Background: an optimization exercise with open tools, aiming at small area, a short achievable clock period and few clock cycles per item. Do not read the settings as production practice. At most, simulation tests tie the RTL to the original design; equivalence was not proved. No activity file was given, so power comes from the tool's default toggle rates.

Design COMP_Control, start of the top module:
module COMP_Control(
    input clock,
    input rst,
    input start_trigger,
    input reset_act,
    input reset_data,
    input signed [15:0] K0,
    input signed [15:0] K1,
    input signed [15:0] K2,
    input signed [17:0] setPoint,
    input signed [17:0] data,
    output reg busy,
    output wire signed [15:0] COMP_output
    );
    reg [18:0] e0, e1;
    reg [47:0] S, C;
    reg [15:0] Kr;
    reg sB, sC;    
    wire load = start_trigger & ~busy & ~reset_act & ~rst;
    wire clr_all = rst | (reset_act & reset_data);
    wire [18:0] diff = {setPoint[17], setPoint} - {data[17], data};
    wire [15:0] Km;
    KMUX umA (.busy(busy), .kr(Kr), .k2(K2), .y(Km));
    wire acc_en = load | busy;
    wire [15:0] KmB;    
    KMUX umB (.busy(busy), .kr(Kr), .k2(K2), .y(KmB));
    wire d0_one = e1[0] ^ 1'b0;
    wire d0_two = (e1[1] & ~e1[0] & ~1'b0) | (~e1[1] & e1[0] & 1'b0);
    wire d0_neg = (e1[1] & ~(e1[0] & 1'b0)) ^ sB;
    wire d0_pp0 = ((d0_one & Km[0])) ^ d0_neg;
    wire d0_pp1 = ((d0_one & Km[1]) | (d0_two & Km[0])) ^ d0_neg;
    wire d0_pp2 = ((d0_one & Km[2]) | (d0_two & Km[1])) ^ d0_neg;
    wire d0_pp3 = ((d0_one & Km[3]) | (d0_two & Km[2])) ^ d0_neg;
    wire d0_pp4 = ((d0_one & Km[4]) | (d0_two & Km[3])) ^ d0_neg;
    wire d0_pp5 = ((d0_one & Km[5]) | (d0_two & Km[4])) ^ d0_neg;
    wire d0_pp6 = ((d0_one & Km[6]) | (d0_two & Km[5])) ^ d0_neg;
    wire d0_pp7 = ((d0_one & Km[7]) | (d0_two & Km[6])) ^ d0_neg;
    wire d0_pp8 = ((d0_one & Km[8]) | (d0_two & Km[7])) ^ d0_neg;
    wire d0_pp9 = ((d0_one & Km[9]) | (d0_two & Km[8])) ^ d0_neg;
    wire d0_pp10 = ((d0_one & Km[10]) | (d0_two & Km[9])) ^ d0_neg;
    wire d0_pp11 = ((d0_one & Km[11]) | (d0_two & Km[10])) ^ d0_neg;
    wire d0_pp12 = ((d0_one & Km[12]) | (d0_two & Km[11])) ^ d0_neg;
    wire d0_pp13 = ((d0_one & Km[13]) | (d0_two & Km[12])) ^ d0_neg;
    wire d0_pp14 = ((d0_one & Km[14]) | (d0_two & Km[13])) ^ d0_neg;
    wire d0_pp15 = ((d0_one & Km[15]) | (d0_two & Km[14])) ^ d0_neg;
    wire d0_pp16 = ((d0_two & Km[15])) ^ d0_neg;
    wire d1_one = e1[2] ^ e1[1];
    wire d1_two = (e1[3] & ~e1[2] & ~e1[1]) | (~e1[3] & e1[2] & e1[1]);
    wire d1_neg = (e1[3] & ~(e1[2] & e1[1])) ^ sB;
  ...
Size in the first run: roughly 16,000 um2 of cells after synthesis.
export LEC_CHECK = 0
export CAP_MARGIN = 20
export CORE_MARGIN = 2
export CORE_UTILIZATION = 40
export CTS_BUF_LIST = sky130_fd_sc_hd__clkbuf_8
export CTS_CLUSTER_DIAMETER = 80
export CTS_CLUSTER_SIZE = 40
export SLEW_MARGIN = 20
export SYNTH_HIERARCHICAL = 1
export SYNTH_MINIMUM_KEEP_SIZE = 0
create_clock -name core_clock -period 12.0 [get_ports {clock}]
standard.sh (not shown) runs the stock make flow with config.mk's settings and CLKGATE_MAP_FILE= SYNTH_SCRIPT=/design/flow/synth_recipe.tcl, a recipe that flattens the netlist after the stock synthesis.
==> flow/flow/run.sh <==
#!/bin/bash
# The standard layout (standard.sh: the standard flow's synthesis, floorplan, placement,
# CTS, routing) at the design's clock period and constraints, with two
# changes to how hard the resizer works:
#  - repair_timing aims for a setup slack of SETUP_MARGIN ns instead of 0,
#    so the critical paths get sized and buffered although the 12 ns clock
#    would already be met;
#  - the port buffers are buf_2 cells rather than the resizer's pick.
set -euo pipefail
cd "$(dirname "$0")/.."
SETUP_MARGIN=$(cat flow/setup_margin.txt)
bash standard.sh "SETUP_SLACK_MARGIN=$SETUP_MARGIN" \
  "BUFFER_PORTS_ARGS=-buffer_cell sky130_fd_sc_hd__buf_2" finish > standard_make.log 2>&1
==> flow/flow/setup_margin.txt <==
6.0
Testbench counts at the start, summed over its fixed seeds: cycles 72,000, items 24,000.
Change:
- CORE_UTILIZATION: 40 -> 70
- CTS_CLUSTER_DIAMETER: 80 -> not set
- CTS_CLUSTER_SIZE: 40 -> not set
After rerunning: Combinational power stays flat; routed wire length goes down by 3.4%; sequential power barely changes; worst setup slack is worse by 0.15 ns; die area came out lower by 42%; sequential cell count does not change; synthesized area is unchanged; hold slack is worse by 0.013 ns; maximum frequency fell by 2.7%; cell count is lower by 10%.
Change:
==> flow/flow/setup_margin.txt (replaced) <==
6.8
- CORE_UTILIZATION: 70 -> 40
After rerunning: The changed run produced a clean layout. Hold slack is about the same. Cell count rose by 12%. First-iteration DRC count fell by 19%. Sequential share of layout area fell by 0.72 points. Critical path depth is unchanged. Routed wire length rose by about 8%. Via count fell by 1.7%. Sequential power rose by about 1%. Total power rose by 4.2%. Die area rose by 73%. Combinational power rose by about 7%.
Change:
==> flow/flow/setup_margin.txt (replaced) <==
6.0
- ABC_AREA: not set -> 1
Final cell count came out higher by a little under a tenth.
Hold slack improves by 0.026 ns.
Sequential cell count is unchanged.
Wire length came out lower by a few percent.
Worst setup slack degrades by 0.18 ns.
Combinational power came out higher by well over a third.
Critical path depth came out higher by 1.
Count of clock-buffer cells in the layout came out higher by 1.
Clock skew came out higher by 0.0034 ns.
Design area came out lower by a few percent.
Sequential power came out higher by a few percent.

* * *

Another version of the RTL of COMP_Control (not shown whole).
Size in the first run: ~1,900 cells after synthesis, ~110 I/O pins.
export LEC_CHECK = 0
export CAP_MARGIN = 20
export CORE_MARGIN = 2
export CORE_UTILIZATION = 40
export SLEW_MARGIN = 20
export SYNTH_HIERARCHICAL = 1
export SYNTH_MINIMUM_KEEP_SIZE = 0
create_clock -name core_clock -period 12.0 [get_ports {clock}]
==> flow/flow/setup_margin.txt <==
5.8
Scripts as last shown in full above: flow/flow/run.sh
The first run finished clean.
Edit:
==> flow/flow/setup_margin.txt (replaced) <==
7.0
The new run finished with timing, DRC and antenna clean.
Final area went up by 6.3%.
Synthesized area is unchanged.
Power went up by 5.5%.
Fmax went up by 3.6%.
Worst setup slack is better by 200 ps.
Non-clock buffer count went up by 33.
Synthesized cell count stays the same.
Clock-buffer cell count went up by 3.
Sequential share of layout area went down by 0.93 points.
Critical path depth is unchanged.
Edit:
==> flow/flow/setup_margin.txt (replaced) <==
6.6
Effect:
- The changed run finished with timing, DRC and antenna clean
- global-route usage is lower by 0.94 points
- final cell count barely changes
- clock-buffer cell count is unchanged
- power came out lower by about 3%
- die area stays the same
- critical path depth rises by 1
- via count falls by 1.0%
- combinational power is about the same
- routed wire length goes down by 3.7%
- core utilization came out lower by 1.3 points
Edit:
==> flow/flow/setup_margin.txt (replaced) <==
5.4
Outcome: Flip-flop and latch count is unchanged. Via count goes down by 1.9%. Final area goes down by 3.3%. Cell count goes down by 1.3%. Die area stays the same. Power goes down by 2.2%. Non-clock buffer count goes down by 32. Wire length goes down by 2.6%. Sequential power barely changes.
Edit:
==> flow/flow/setup_margin.txt (replaced) <==
6.2
The changed run passed the timing, design-rule and antenna checks.
First-iteration DRC count does not change.
Global-route usage is unchanged.
Critical path depth does not change.
Clock power stays flat.
Non-clock buffer count is unchanged.
Clock-buffer cell count stays the same.
No functional check of the RTL was part of any run of this note.

* * *

run 1:
COMP_Control with an RTL version that a note above also has.
Size: roughly 1,800 cells after synthesis, roughly 150 flip-flops, ~110 I/O pins, ~16,000 um2 of cells after synthesis.
Settings: LEC_CHECK=0, CAP_MARGIN=20, CORE_MARGIN=2, CORE_UTILIZATION=40, CTS_BUF_LIST=sky130_fd_sc_hd__clkbuf_8, SLEW_MARGIN=20, SYNTH_HIERARCHICAL=1, SYNTH_MINIMUM_KEEP_SIZE=0; clock period 12.0 ns.
==> flow/flow/setup_margin.txt <==
6.6
Scripts as last shown in full above: flow/flow/run.sh
Testbench counts of run 1, summed over its fixed seeds: cycles 72,000, items 24,000.
#### Input delta (run 2 over run 1)
==> flow/flow/setup_margin.txt <==
6.0
-- flow/config.mk --
<<< run 1, line 10
export CORE_UTILIZATION = 40
>>> run 2, line 10
export CORE_UTILIZATION = 55
### Flow results
Portion of the clock cycle consumed by the worst path in the final layout (lower): run 1. Sequential share of layout area in run 2 vs run 1: up 0.33 points. Summary: wire length reported by the detailed router, run 2 better than run 1. Power spent charging and discharging nets, run 2 vs run 1: down by a few percent. Hold slack: run 2 < run 1. On total number of nets in the final design, run 1 and run 2 are basically level. Run 2 against run 1: count of sequential standard cells now sits at about the same level, number of clock buffers in the layout now sits higher, non-clock buffer count in the final layout now sits lower.
Input changes introduced in run 3 (baseline for comparison: run 2):
==> flow/flow/setup_margin.txt <==
6.4
-- flow/config.mk --
<<< run 2, line 10
export CORE_UTILIZATION = 55
>>> run 3, line 10
export CORE_UTILIZATION = 40
==> results.txt <==
Between run 2 and run 3, the worst hold slack does not differ in any meaningful way.
Compared with run 2, run 3 shows a routed wire length that is 470 um higher.
The final critical-path required period of run 3 was superior to that of run 2.
Per the comparison of run 3 with run 2, number of vias per cell went down 5.3%, met3 routed wirelength moved down.
diff inputs: run 3 => run 4
==> flow/flow/setup_margin.txt <==
6.0
Results
- Going from run 3 to run 4, post-DP HPWL decreased about 0.8%; proportion of power drawn by combinational gates decreased 0.2 points; count of filler cells inserted in the layout increased about 0.36%; power density normalized to cell area increased about 0.35%.
- Wire length after detailed routing essentially unchanged between run 3 and run 4.
- Instance area at placement of run 4 is on par with run 3.
- The lower clock network fraction of design power came out of run 3.
- Comparing total track usage for run 3 and run 4, the smaller number came from run 4.

* * *

COMP_Control, a different RTL version from the one above (not shown whole).
For scale: about 1800 cells after synthesis, roughly 150 flip-flops, about 110 I/O pins.
clock: 12.0 ns
lec_check: 0
cap_margin: 20
core_margin: 2
core_utilization: 40
slew_margin: 20
synth_hierarchical: 1
synth_minimum_keep_size: 0
==> flow/flow/setup_margin.txt <==
7.5
Scripts as last shown in full above: flow/flow/run.sh
The baseline finished clean.
Testbench counts at the start, summed over its fixed seeds: cycles 72,000, items 24,000.
Then changed:
==> flow/flow/setup_margin.txt (replaced) <==
7.0
=>
- final cell count hardly moves
- die area does not change
- clock-buffer cell count does not change
- wire length hardly moves

* * *

Another version of the RTL of COMP_Control (not shown whole).
Size: about 1800 cells after synthesis, roughly 110 I/O pins, about 17000 µm² of cells after synthesis.
Design COMP_Control, start of the top module:
module COMP_Control(
    input clock,
    input rst,
    input start_trigger,
    input reset_act,
    input reset_data,
    input signed [15:0] K0,
    input signed [15:0] K1,
    input signed [15:0] K2,
    input signed [17:0] setPoint,
    input signed [17:0] data,
    output reg busy,
    output wire signed [15:0] COMP_output
    );
    reg [18:0] e0, e1, e2;
    reg [47:0] S, C;
    reg [15:0] Kr;
    reg sB, sC;    
    wire load = start_trigger & ~busy & ~reset_act & ~rst;
    wire clr_all = rst | (reset_act & reset_data);
    wire [18:0] diff = {setPoint[17], setPoint} - {data[17], data};
    wire [15:0] KmA, KmB;
    KMUX umA (.busy(busy), .kr(Kr), .k2(K2), .y(KmA));
    KMUX umB (.busy(busy), .kr(Kr), .k2(K2), .y(KmB));
    wire acc_en = load | busy;
    wire d0_one = e1[0] ^ 1'b0;
    wire d0_two = (e1[1] & ~e1[0] & ~1'b0) | (~e1[1] & e1[0] & 1'b0);
    wire d0_neg = (e1[1] & ~(e1[0] & 1'b0)) ^ sB;
    wire d0_pp0 = (d0_one & KmA[0]) ^ d0_neg;
    wire d0_pp1; BOOTH ud0_pp1 (.one(d0_one), .two(d0_two), .neg(d0_neg), .k1(KmA[1]), .k0(KmA[0]), .y(d0_pp1));
    wire d0_pp2; BOOTH ud0_pp2 (.one(d0_one), .two(d0_two), .neg(d0_neg), .k1(KmA[2]), .k0(KmA[1]), .y(d0_pp2));
    wire d0_pp3; BOOTH ud0_pp3 (.one(d0_one), .two(d0_two), .neg(d0_neg), .k1(KmA[3]), .k0(KmA[2]), .y(d0_pp3));
    wire d0_pp4; BOOTH ud0_pp4 (.one(d0_one), .two(d0_two), .neg(d0_neg), .k1(KmA[4]), .k0(KmA[3]), .y(d0_pp4));
    wire d0_pp5; BOOTH ud0_pp5 (.one(d0_one), .two(d0_two), .neg(d0_neg), .k1(KmA[5]), .k0(KmA[4]), .y(d0_pp5));
    wire d0_pp6; BOOTH ud0_pp6 (.one(d0_one), .two(d0_two), .neg(d0_neg), .k1(KmA[6]), .k0(KmA[5]), .y(d0_pp6));
    wire d0_pp7; BOOTH ud0_pp7 (.one(d0_one), .two(d0_two), .neg(d0_neg), .k1(KmA[7]), .k0(KmA[6]), .y(d0_pp7));
    wire d0_pp8; BOOTH ud0_pp8 (.one(d0_one), .two(d0_two), .neg(d0_neg), .k1(KmA[8]), .k0(KmA[7]), .y(d0_pp8));
  ...
export LEC_CHECK = 0
export CAP_MARGIN = 20
export CORE_MARGIN = 2
export CORE_UTILIZATION = 40
export SLEW_MARGIN = 20
export SYNTH_HIERARCHICAL = 1
export SYNTH_MINIMUM_KEEP_SIZE = 0
create_clock -name core_clock -period 12.0 [get_ports {clock}]
==> flow/flow/setup_margin.txt <==
6.8
Scripts as last shown in full above: flow/flow/run.sh
The first run went through all stages and came out clean.
Rerun with:
==> flow/flow/setup_margin.txt (replaced) <==
6.0
Result:
- synthesized cell count is unchanged
- setup slack loses 100 ps
- utilization falls by 1.3 points
Function was not checked in any run of this note: the RTL went through the layout flow alone.

## separate check: timing with driven ports
The results above use ideal ports. As a check the final layouts listed here were re-extracted and re-timed, cells and wires unchanged. Step 1: set_driving_cell puts a clkbuf_16 on clock and a buf_2 on each other input, an assumption about the parent block. Step 2 times the ports against the registers' clock, not the clock port: input delays grow and output delays shrink by t, the midpoint of the rising clock arrivals with the driver on. a / b / c = ideal ports / drivers / drivers and shift; a / b = the first two.
run | t (ns) | setup slack, ns | worst setup path after step 2 | worst data-port slew with drivers (ns)
the first run of note 1 | 0.546 | 6.497 / 6.452 / 5.999 | input to register | 0.05
the second run of note 1 | 0.524 | 6.344 / 6.296 / 5.954 | input to register | 0.05
the third run of note 1 | 0.542 | 6.584 / 6.599 / 6.057 | input to register | 0.04
the fourth run of note 1 | 0.550 | 6.400 / 6.400 / 5.904 | input to register | 0.08
the first run of note 2 | 0.503 | 6.364 / 6.384 / 5.881 | input to register | 0.06
the second run of note 2 | 0.496 | 6.562 / 6.547 / 6.051 | input to register | 0.08
the third run of note 2 | 0.502 | 6.498 / 6.521 / 6.019 | input to register | 0.06
the fourth run of note 2 | 0.503 | 6.364 / 6.384 / 5.881 | input to register | 0.06
the fifth run of note 2 | 0.503 | 6.364 / 6.384 / 5.881 | input to register | 0.06
run 1 | 0.540 | 6.604 / 6.631 / 6.091 | input to register | 0.05
run 2 | 0.561 | 6.433 / 6.380 / 5.997 | input to register | 0.05
run 3 | 0.558 | 6.540 / 6.566 / 6.007 | input to register | 0.04
run 4 | 0.546 | 6.497 / 6.452 / 5.999 | input to register | 0.05
the first run of note 4 | 0.514 | 6.558 / 6.577 / 6.063 | input to register | 0.08
the second run of note 4 | 0.514 | 6.542 / 6.547 / 6.033 | input to register | 0.08
the first run of note 5 | 0.505 | 6.590 / 6.610 / 6.105 | input to register | 0.06
the second run of note 5 | 0.494 | 6.488 / 6.488 / 6.041 | input to register | 0.05
After both steps setup and hold are still met in every run listed. For run 3, which loses most, drivers alone change the setup slack by +0.026 ns; drivers and shift together by -0.533 ns.
